Context: an optimization exercise on an open-source flow, tuned for small area. The choices shown serve that exercise and are no tape-out recipe.
Where RTL was checked, it was by simulation tests only, not by an equivalence proof against the original.
The flow treats the clock pin as an ideal source. Dropping or thinning the clock tree relies on that and would not hold on a real chip.
Power figures rest on the tool's default switching activity, not on a simulated workload.

==> module cam_read, before the edit <==
module cam_read #(
		parameter AW = 15  
		)(
		input pclk,
		input rst,
		input vsync,
		input href,
		input [7:0] px_data,
		input init,
		output reg done,
		output reg error,
		output reg [AW-1:0] mem_px_addr,
		output reg [7:0]  mem_px_data,
		output reg px_wr
   );
reg countData;
reg armed;
reg cap;
reg init_old;
reg vsync_old;
reg [14:0]count;
wire init_rise = init & ~init_old;
wire vs_fall = ~vsync & vsync_old;
wire vs_rise = vsync & ~vsync_old;
wire fin = cap & vs_rise;            
wire second = cap & href & countData;  
wire enough = (count >= 19200);
always @(posedge pclk)begin
	if (rst)begin
		countData <= 0;
		mem_px_addr <= 15'h7fff;
		armed <= 0;
		cap <= 0;
		done <= 0;
		error <= 0;
		count <= 0;
		px_wr <= 0;
		init_old <= 0;
		vsync_old <= 0;
	end else begin
		if (fin) begin
			armed <= 0;
			cap <= 0;
		end else if ((armed | cap) & vs_fall) begin
			armed <= 0;
			cap <= 1;
		end else if (init_rise) begin
			armed <= 1;
			cap <= 0;
		end
		if (fin) begin
			done <= enough;
			error <= ~enough;
		end else if (init_rise) begin
			done <= 0;
		end
		if (fin & ~second)
			mem_px_addr <= 15'h7fff;
		else
			mem_px_addr <= mem_px_addr + second;
		count <= count + second;
		if (cap & href)
			countData <= ~countData;
		if (cap)
			px_wr <= href & countData;
		init_old <= init;
		vsync_old <= vsync;
	end
end
always @(posedge pclk)begin
	if (cap & ~countData)
		mem_px_data[7:2] <= {px_data[7:5],px_data[2:0]};
	if (second)
		mem_px_data[1:0] <= px_data[4:3];
end
endmodule
==> module Analyzer, before the edit <==
module Analyzer(
	input [7:0]data,
	input clk,
	input rst,
	input init,
	output reg [14:0]addr,
	output reg done,
	output [2:0]res
    );
localparam [17:0] SIXN = 18'd115200;
reg init_old;
reg start;
reg [17:0]sx;
reg [17:0]syn;   
wire [17:0]sy = ~syn;
reg [1:0]rq;    
wire [3:0] w = {~data[1:0], 1'b0};
wire [3:0] dx = data[7:5] + w;
wire [3:0] dy = data[4:2] + w;
wire init_rise = init & ~init_old;
wire last = start & addr[14] & ~addr[13] & addr[11] & addr[9] & (&addr[7:0]);
wire r_gt = (sx > sy) & (sx > SIXN);
wire g_gt = (sy > sx) & (sy > SIXN);
wire b_gt = (sx < SIXN) & (sy < SIXN);
assign res = {rq[1], rq[0], rq[1] ~^ rq[0]};
always @(posedge clk)begin
	if(rst)begin
		init_old <= 0;
		start <= 0;
		done <= 0;
	end else begin
		init_old <= init;
		if (last) begin
			start <= 0;
			done <= 1;
		end else if (init_rise) begin
			start <= 1;
			done <= 0;
		end
	end
end
always @(posedge clk)begin
	if (rst | ~start | last)
		addr <= 15'h7fff;
	else
		addr <= addr + 1'b1;
end
always @(posedge clk)begin
	if (start) begin
		sx <= sx + data[7:5] + {~data[1:0], 1'b0};
		syn <= syn - data[4:2] - {~data[1:0], 1'b0};
	end else begin
		sx <= 0;
		syn <= 18'h3ffff;
	end
end
always @(posedge clk)begin
	if (last) begin
		if (r_gt) rq <= 2'b10;
		else if (g_gt) rq <= 2'b01;
		else if (b_gt) rq <= 2'b00;
		else rq <= 2'b11;
	end
end
endmodule
Settings: LEC_CHECK=0, CAP_MARGIN=20, CORE_MARGIN=2, CORE_UTILIZATION=60, PLACE_DENSITY=0.75, SLEW_MARGIN=20; clock period 6.0 ns.
standard.sh (not shown) runs the stock make flow with config.mk's settings and CLKGATE_MAP_FILE= SYNTH_SCRIPT=/design/flow/synth_recipe.tcl, a recipe that flattens the netlist after the stock synthesis.
==> flow/flow/run.sh <==
#!/bin/bash
# The standard layout (standard.sh), with three changes:
#  - synthesis maps the logic with an area-oriented ABC script and without
#    the full/half-adder cell mapping (registers are mapped as standard);
#  - the port buffers are buf_1;
#  - the clock tree is one level of MY_CTS_NBUF clock buffers (manual_cts.tcl).
set -euo pipefail
HERE=$(pwd)
export FLOW_SYNTH_TCL=$HERE/synth_recipe.tcl
export AREA_ABC_SCRIPT=$HERE/flow/area.abc
export BUFFER_PORTS_ARGS="-buffer_cell sky130_fd_sc_hd__buf_1"
export PRE_CTS_TCL=$HERE/flow/manual_cts.tcl
export MY_CTS_NET=clk
export MY_CTS_NBUF=${MY_CTS_NBUF:-3}
export MY_CTS_CELL=${MY_CTS_CELL:-sky130_fd_sc_hd__clkbuf_16}
sed "s#SYNTH_SCRIPT=[^ ]*#SYNTH_SCRIPT=$HERE/flow/area_synth.tcl#" standard.sh > area_standard.sh
grep -q "SYNTH_SCRIPT=$HERE/flow/area_synth.tcl" area_standard.sh
bash area_standard.sh ADDER_MAP_FILE= finish > standard.log 2>&1
Other scripts of this flow, unchanged in this note and not shown: flow/flow/area.abc, flow/flow/area_synth.tcl, flow/flow/manual_cts.tcl
The starting point passed the timing, design-rule and antenna checks.
Then changed:
--- a/flow/design.v
+++ b/flow/design.v
@@ -72,5 +72,5 @@
 	if (cap & ~countData)
 		mem_px_data[7:2] <= {px_data[7:5],px_data[2:0]};
-	if (second)
+	if (cap)
 		mem_px_data[1:0] <= px_data[4:3];
 end
@@ -90,6 +90,5 @@
 reg start;
 reg [17:0]sx;
-reg [17:0]syn;   
-wire [17:0]sy = ~syn;
+reg [17:0]sy;
 reg [1:0]rq;    
 wire [3:0] w = {~data[1:0], 1'b0};
@@ -127,8 +126,8 @@
 	if (start) begin
 		sx <= sx + data[7:5] + {~data[1:0], 1'b0};
-		syn <= syn - data[4:2] - {~data[1:0], 1'b0};
+		sy <= sy + data[4:2] + {~data[1:0], 1'b0};
 	end else begin
 		sx <= 0;
-		syn <= 18'h3ffff;
+		sy <= 0;
 	end
 end
Outcome: Flip-flop and latch count is unchanged; sequential share of layout area goes up by 0.17 points; clock skew goes down by 3.4 ps; core utilization goes down by 0.24 points; die area goes down by 0.30%; setup slack is better by 350 ps; routed wire length goes down by 2.2%; maximum frequency goes up by 8.0%; combinational power goes down by 21%; area after synthesis goes down by 0.31%.
No functional check of the RTL was part of the first run of this note. No run of this note takes its clock network from TritonCTS; it comes from the design's own scripts or RTL.

========
## red
cam_color, a different RTL version from the one above (not shown whole).
Size: about 490 cells after synthesis, roughly 100 flip-flops, ~66 I/O pins, about 4100 sq um of cells after synthesis.
==> module Analyzer, before the edit <==
module Analyzer(
	input [7:0]data,
	input clk,
	input rst,
	input init,
	output reg [14:0]addr,
	output reg done,
	output [2:0]res
    );
localparam [17:0] SIXN = 18'd115200;
reg init_old;
reg start;
reg [17:0]sx;
reg [17:0]syn;   
wire [17:0]sy = ~syn;
wire init_rise = init & ~init_old;
wire last = start & addr[14] & ~addr[13] & addr[11] & addr[9] & (&addr[7:0]);
wire clr = init_rise & ~start;
wire en = start & ~last;
wire [2:0] r = en ? data[7:5] : 3'd0;
wire [2:0] g = en ? data[4:2] : 3'd0;
wire [2:0] w = en ? {~data[1:0], 1'b0} : 3'd0;
wire r_gt = (sx > sy) & (sx > SIXN);
wire g_gt = (sy > sx) & (sy > SIXN);
wire b_gt = (sx < SIXN) & (sy < SIXN);
assign res = r_gt ? 3'b100 : g_gt ? 3'b010 : b_gt ? 3'b001 : 3'b111;
always @(posedge clk)begin
	if(rst)begin
		init_old <= 0;
		start <= 0;
		done <= 0;
	end else begin
		init_old <= init;
		if (last) begin
			start <= 0;
			done <= 1;
		end else if (init_rise) begin
			start <= 1;
			done <= 0;
		end
	end
end
always @(posedge clk)begin
	if (rst | ~start | last)
		addr <= 15'h7fff;
	else
		addr <= addr + 1'b1;
end
always @(posedge clk)begin
	if (clr) begin
		sx <= 0;
		syn <= 18'h3ffff;
	end else begin
		sx <= sx + r + w;
		syn <= syn - g - w;
	end
end
endmodule
==> flow/config.mk <==
export PLATFORM = sky130hd
export DESIGN_NAME = cam_color
export DESIGN_NICKNAME = cam_color
export VERILOG_FILES = /design/flow/design.v
export SDC_FILE = /design/flow/constraint.sdc
export NUM_CORES = 4
export LEC_CHECK = 0
export CAP_MARGIN = 20
export CORE_MARGIN = 2
export CORE_UTILIZATION = 40
export SLEW_MARGIN = 20
==> flow/constraint.sdc <==
create_clock -name core_clock -period 6.0 [get_ports {clk}]
set_input_delay 1.2000 -clock core_clock [delete_from_list [all_inputs] [get_ports {clk}]]
set_output_delay 1.2000 -clock core_clock [all_outputs]
set_load 0.01 [all_outputs]
==> flow/flow/run.sh <==
#!/bin/bash
# The standard layout (standard.sh), with three changes:
#  - synthesis maps the logic with an area-oriented ABC script and without
#    the full/half-adder cell mapping (registers are mapped as standard);
#  - the port buffers are buf_1;
#  - the clock tree uses clkbuf_8 only and no dummy loads.
set -euo pipefail
HERE=$(pwd)
export FLOW_SYNTH_TCL=$HERE/synth_recipe.tcl
export AREA_ABC_SCRIPT=$HERE/flow/area.abc
export BUFFER_PORTS_ARGS="-buffer_cell sky130_fd_sc_hd__buf_1"
export CTS_ARGS="-sink_clustering_enable -repair_clock_nets -dont_use_dummy_load -root_buf sky130_fd_sc_hd__clkbuf_8 -buf_list sky130_fd_sc_hd__clkbuf_8"
sed "s#SYNTH_SCRIPT=[^ ]*#SYNTH_SCRIPT=$HERE/flow/area_synth.tcl#" standard.sh > area_standard.sh
grep -q "SYNTH_SCRIPT=$HERE/flow/area_synth.tcl" area_standard.sh
bash area_standard.sh ADDER_MAP_FILE= finish > standard.log 2>&1
==> flow/flow/area.abc <==
strash
&get -n
&deepsyn -T 20
&put
dch -f
amap
topo
==> flow/flow/area_synth.tcl <==
# The standard synthesis (synth_recipe.tcl, sourced unchanged), except that
# ABC maps the logic with an area-oriented script (AREA_ABC_SCRIPT) in place
# of ORFS's speed script.
proc abc {args} {
  set i [lsearch -exact $args -script]
  if {$i >= 0} { lset args [expr {$i + 1}] $::env(AREA_ABC_SCRIPT) }
  puts "area_synth.tcl: abc with $::env(AREA_ABC_SCRIPT)"
  yosys abc {*}$args
}
source $::env(FLOW_SYNTH_TCL)
diff inputs: red => blue
--- a/flow/design.v
+++ b/flow/design.v
@@ -90,17 +90,15 @@
 reg start;
 reg [17:0]sx;
-reg [17:0]syn;   
-wire [17:0]sy = ~syn;
+reg [17:0]sy;
+reg [1:0]rq;    
+wire [3:0] w = {~data[1:0], 1'b0};
+wire [3:0] dx = data[7:5] + w;
+wire [3:0] dy = data[4:2] + w;
 wire init_rise = init & ~init_old;
 wire last = start & addr[14] & ~addr[13] & addr[11] & addr[9] & (&addr[7:0]);
-wire clr = init_rise & ~start;
-wire en = start & ~last;
-wire [2:0] r = en ? data[7:5] : 3'd0;
-wire [2:0] g = en ? data[4:2] : 3'd0;
-wire [2:0] w = en ? {~data[1:0], 1'b0} : 3'd0;
 wire r_gt = (sx > sy) & (sx > SIXN);
 wire g_gt = (sy > sx) & (sy > SIXN);
 wire b_gt = (sx < SIXN) & (sy < SIXN);
-assign res = r_gt ? 3'b100 : g_gt ? 3'b010 : b_gt ? 3'b001 : 3'b111;
+assign res = {rq[1], rq[0], rq[1] ~^ rq[0]};
 always @(posedge clk)begin
 	if(rst)begin
@@ -126,10 +124,18 @@
 end
 always @(posedge clk)begin
-	if (clr) begin
+	if (start) begin
+		sx <= sx + data[7:5] + {~data[1:0], 1'b0};
+		sy <= sy + data[4:2] + {~data[1:0], 1'b0};
+	end else begin
 		sx <= 0;
-		syn <= 18'h3ffff;
-	end else begin
-		sx <= sx + r + w;
-		syn <= syn - g - w;
+		sy <= 0;
+	end
+end
+always @(posedge clk)begin
+	if (last) begin
+		if (r_gt) rq <= 2'b10;
+		else if (g_gt) rq <= 2'b01;
+		else if (b_gt) rq <= 2'b00;
+		else rq <= 2'b11;
 	end
 end
### Flow results
- For die area, red and blue come out practically identical.
- blue vs. red: number of global-route vias before repair decreased by 67 relative to the old numbers, clock group power saw an increase, number of instances in the placed design fell 8, cell count has decreased.
- Compared with red, blue shows sum of buffers and inverters on the critical path lower by 2.
- Taking red as the reference point, the worst path arrival time of blue falls by 0.69 ns.
- Compare red and blue | final RePlAce weighted congestion lower: blue
- Row global-route wire length before repair: blue higher / red lower
- Final cell area excluding filler cells: red vs blue, no meaningful difference
- As far as count of port buffers added during placement goes, red and blue are indistinguishable; the numbers are identical.
Function not checked in red: the RTL went through the layout flow alone.

[separate check: timing with driven ports]
No port has a modelled driver above. Below, the same layouts with a new extraction and two added sets of constraints. Step 1 sets driving cells, clkbuf_16 on the clock port and buf_2 on the other inputs (assumed; they add their load-dependent delay and slew). Step 2 moves the port delays by t, midway between the first and last clock arrival at a register: inputs arrive t later, outputs are due t later. That takes back most of the time a late clock gives input paths. a / b / c = ideal / step 1 / step 2; a / b = the first two.
run	t (ns)	slack for setup (ns)	worst setup path after step 2	slew at the worst register clock pin (ns)	worst slew at a driven data input, ns
the first run of note 1	0.238	1.260 / 1.298 / 1.060	input to register	0.12 / 0.12	0.03
the second run of note 1	0.235	1.610 / 1.654 / 1.418	input to register	0.12 / 0.12	0.04
red	0.372	1.081 / 1.081 / 1.033	input to register	0.10 / 0.10	0.04
blue	0.391	1.779 / 1.783 / 1.392	input to register	0.10 / 0.10	0.03
After both steps setup and hold are still met in every run listed. For blue, which loses most, drivers alone change the setup slack by +0.004 ns; drivers and shift together by -0.387 ns.
